From an optimization exercise on the open Yosys and OpenROAD flow, aimed at small area; shortcuts taken in it are not production practice.
RTL that was checked went through simulation tests only; none was proved equivalent to the original.
No activity file was given, so power comes from the tool's default toggle rates.

## the baseline
// DIGITAL_CLOCK
module DIGITAL_CLOCK(
	RESETN, CLK,
	KEY,
	LCD_RS, LCD_RW,
	LCD_DATA, PIEZO
);
export LEC_CHECK = 0
export ABC_AREA = 1
export CAP_MARGIN = 20
export CORE_MARGIN = 2
export CORE_UTILIZATION = 70
export GPL_TIMING_DRIVEN = 0
export SLEW_MARGIN = 20
create_clock -name core_clock -period 10.0 [get_ports {CLK}]
standard.sh (not shown) runs the stock make flow with config.mk's settings and CLKGATE_MAP_FILE= SYNTH_SCRIPT=/design/flow/synth_recipe.tcl, a recipe that flattens the netlist after the stock synthesis.
==> flow/flow/run.sh <==
#!/bin/bash
# Own flow: the standard synthesis, then the combinational cells re-mapped by stronger
# ABC scripts (flip-flops untouched; the smallest result is kept), then the standard
# layout of that netlist with small port buffers and a clock tree without dummy loads.
set -euo pipefail
W=$(pwd)
R=$W/orfs/results/${FLOW_PLATFORM}/DIGITAL_CLOCK/base
YOSYS=$FLOW_HOME/../tools/install/yosys/bin/yosys
[ -x "$YOSYS" ] || YOSYS=yosys

bash standard.sh synth > std_synth.log 2>&1
cp "$R/1_2_yosys.v" "$W/std_synth_netlist.v"

export REOPT_LIB=$FLOW_HOME/platforms/${FLOW_PLATFORM}/lib/sky130_fd_sc_hd__tt_025C_1v80.lib
export REOPT_IN=$W/std_synth_netlist.v
grep -oE '^\s*sky130_fd_sc_hd__\w*df\w*\s+\S+' "$REOPT_IN" | sort > ff_std.txt
best=""
best_area=""
for i in 1 2 3; do
  export REOPT_OUT=$W/reopt_netlist_$i.v
  export REOPT_ABC=$W/flow/reopt$i.abc
  if "$YOSYS" -c "$W/flow/reopt.tcl" > reopt_$i.log 2>&1; then
    # the flip-flops must be exactly the standard synthesis's
    grep -oE '^\s*sky130_fd_sc_hd__\w*df\w*\s+\S+' "$REOPT_OUT" | sort > ff_reopt_$i.txt
    if cmp -s ff_std.txt ff_reopt_$i.txt; then
      a=$(awk '/Chip area/ {print $NF}' "$REOPT_OUT.stat")
      echo "reopt $i: $a" >> reopt_choice.log
      if [ -z "$best" ] || awk -v a="$a" -v b="$best_area" 'BEGIN {exit !(a < b)}'; then
        best=$REOPT_OUT
        best_area=$a
      fi
    fi
  fi
done
[ -n "$best" ]
echo "kept $best ($best_area)" >> reopt_choice.log
cp "$best" "$R/1_2_yosys.v"
touch "$R/1_2_yosys.v"

# port buffers: the smallest buffer; clock tree: small buffers, no dummy loads
export BUFFER_PORTS_ARGS="-buffer_cell sky130_fd_sc_hd__buf_1"
export CTS_ARGS="-sink_clustering_enable -repair_clock_nets -dont_use_dummy_load -buf_list {sky130_fd_sc_hd__clkbuf_4} -sink_clustering_size 8 -sink_clustering_max_diameter 30"
bash standard.sh > std_layout.log 2>&1
Other scripts of this flow, unchanged in this note and not shown: flow/flow/reopt.tcl, flow/flow/reopt1.abc, flow/flow/reopt2.abc, flow/flow/reopt3.abc
### the baseline -> the candidate
--- a/flow/design.v
+++ b/flow/design.v
@@ -319,45 +319,42 @@
 wire s_disp = !lloop && (lseq > 8'd101) && (lseq <= 8'd132);
 wire s_emode = !lloop && (lseq > 8'd132);
 localparam C_SP = 5'd10, C_COL = 5'd11, C_A = 5'd12, C_P = 5'd13, C_M = 5'd14, C_Y = 5'd15,
            C_D = 5'd16, C_BELL = 5'd17, C_SET = 5'd18, C_NOTE = 5'd19, C_INIT = 5'd20,
            C_FSET = 5'd21, C_DISP = 5'd22, C_EMODE = 5'd23, C_L1 = 5'd24, C_L2 = 5'd25;
 wire line2 = lseq[5];
 wire [4:0] lc = lcnt5;
-reg [6:0] fv;
-reg fblank, ftens, isdig;
+wire [5:0] lp = {line2, lc};
+wire sel_h = (lp == 6'd2) | (lp == 6'd3);
+wire sel_m = (lp == 6'd5) | (lp == 6'd6);
+wire sel_s = (lp == 6'd8) | (lp == 6'd9);
+wire sel_y = (lp == 6'd36) | (lp == 6'd37);
+wire sel_mo = (lp == 6'd39) | (lp == 6'd40);
+wire sel_d = (lp == 6'd42) | (lp == 6'd43);
+wire isdig = sel_h | sel_m | sel_s | sel_y | sel_mo | sel_d;
+wire ftens = (lp == 6'd2) | (lp == 6'd5) | (lp == 6'd8) | (lp == 6'd36) | (lp == 6'd39) | (lp == 6'd42);
+wire [6:0] fv = ({7{sel_h}} & {2'd0, f_h}) | ({7{sel_m}} & {1'd0, f_m}) | ({7{sel_s}} & {1'd0, f_s}) |
+                ({7{sel_y}} & f_y) | ({7{sel_mo}} & {3'd0, f_mo[3:0]}) | ({7{sel_d}} & {2'd0, f_d});
+wire fblank = (sel_h & f_h[4] & f_h[3]) | (sel_m & (f_m[5:2] == 4'hf)) | (sel_s & (f_s[5:2] == 4'hf)) |
+              (sel_y & (f_y[6:4] == 3'h7)) | (sel_mo & f_mo[4]) | (sel_d & (f_d == 5'd0));
 reg [4:0] ch;
 always @(*) begin
-	fv = 7'd0; fblank = 1'b0; ftens = 1'b0; isdig = 1'b1; ch = C_SP;
-	case ({line2, lc})
-		{1'b0, 5'd2}, {1'b0, 5'd3}: begin fv = {2'd0, f_h}; fblank = (f_h[4] & f_h[3]); end
-		{1'b0, 5'd5}, {1'b0, 5'd6}: begin fv = {1'd0, f_m}; fblank = (f_m[5:2] == 4'hf); end
-		{1'b0, 5'd8}, {1'b0, 5'd9}: begin fv = {1'd0, f_s}; fblank = (f_s[5:2] == 4'hf); end
-		{1'b1, 5'd4}, {1'b1, 5'd5}: begin fv = f_y; fblank = (f_y[6:4] == 3'h7); end
-		{1'b1, 5'd7}, {1'b1, 5'd8}: begin fv = {3'd0, f_mo[3:0]}; fblank = f_mo[4]; end
-		{1'b1, 5'd10}, {1'b1, 5'd11}: begin fv = {2'd0, f_d}; fblank = (f_d == 5'd0); end
-		default: isdig = 1'b0;
-	endcase
-	case ({line2, lc})
-		{1'b0, 5'd2}, {1'b0, 5'd5}, {1'b0, 5'd8}, {1'b1, 5'd4}, {1'b1, 5'd7}, {1'b1, 5'd10}: ftens = 1'b1;
-		default: ftens = 1'b0;
-	endcase
-	case ({line2, lc})
-		{1'b0, 5'd4}, {1'b0, 5'd7}: ch = C_COL;
-		{1'b0, 5'd11}: ch = merp ? (ap ? C_P : C_A) : C_SP;
-		{1'b0, 5'd12}: ch = merp ? C_M : C_SP;
-		{1'b0, 5'd14}: ch = alarm_d1 ? C_BELL : C_SP;
-		{1'b0, 5'd15}: ch = cont_start ? C_SET : C_SP;
-		{1'b1, 5'd2}: ch = alarm_d1 ? C_SP : 5'd2;
-		{1'b1, 5'd3}: ch = alarm_d1 ? C_SP : 5'd0;
-		{1'b1, 5'd6}: ch = alarm_d1 ? C_SP : C_Y;
-		{1'b1, 5'd9}: ch = alarm_d1 ? C_SP : C_M;
-		{1'b1, 5'd12}: ch = alarm_d1 ? C_SP : C_D;
-		{1'b1, 5'd14}: ch = doingp ? C_NOTE : C_SP;
-		{1'b1, 5'd15}: ch = aep ? C_BELL : C_SP;
+	case (lp)
+		6'd4, 6'd7: ch = C_COL;
+		6'd11: ch = merp ? (ap ? C_P : C_A) : C_SP;
+		6'd12: ch = merp ? C_M : C_SP;
+		6'd14: ch = alarm_d1 ? C_BELL : C_SP;
+		6'd15: ch = cont_start ? C_SET : C_SP;
+		6'd34: ch = alarm_d1 ? C_SP : 5'd2;
+		6'd35: ch = alarm_d1 ? C_SP : 5'd0;
+		6'd38: ch = alarm_d1 ? C_SP : C_Y;
+		6'd41: ch = alarm_d1 ? C_SP : C_M;
+		6'd44: ch = alarm_d1 ? C_SP : C_D;
+		6'd46: ch = doingp ? C_NOTE : C_SP;
+		6'd47: ch = aep ? C_BELL : C_SP;
 		default: ch = C_SP;
 	endcase
 end
 function [7:0] bcd7;
 	input [6:0] b;
 	integer i;
 	reg [7:0] r;
## What came out
All of the candidate and the baseline finish clean.
Comparing the candidate and the baseline, the higher post-route standard cell area excluding fillers was measured on the candidate.
Final wirelength delta (the candidate − the baseline): unfavourable
Compared with the baseline, the candidate shows a TritonCTS buffer count that is 2 higher.
Relative to the baseline, portion of total power attributed to the clock network increased by 1.8 points in the candidate.
NOTE clock tree buffer count of the final layout the baseline->the candidate increased by a few percent
Taking the baseline as the reference point, the power of the candidate falls by about 2.5%.
~same share of the core filled with cells in the candidate and the baseline
The capturing instance or port of the critical path comes out f_h[2]$_DFF_P_ in one run and r_year[6]$_SDFFE_PN0P_ in the other, namely in the baseline and the candidate respectively.
Compare the candidate and the baseline | worst slack at placement lower: the candidate
On maximum achievable frequency, the candidate does worse than the baseline.
No functional check of the RTL was part of the candidate.

==> static timing again, ports no longer ideal <==
The results above use ideal ports. As a check the final layouts listed here were re-extracted and re-timed, cells and wires unchanged. Step 1 sets driving cells, clkbuf_16 on the clock port and buf_2 on the other inputs (assumed; they add their load-dependent delay and slew). Step 2 moves the port delays by t, midway between the first and last clock arrival at a register: inputs arrive t later, outputs are due t later. That takes back most of the time a late clock gives input paths. Three values: ideal, step 1, step 2; two values: the first two.
run	t (ns)	slack for setup (ns)	latest minus earliest clock arrival (ns)	worst data-port slew with drivers (ns)
the baseline	0.685	4.252 / 4.252 / 4.252	0.121 / 0.120	0.03
the candidate	0.690	3.966 / 3.966 / 3.966	0.092 / 0.093	0.03
After both steps every run listed still meets setup and hold.
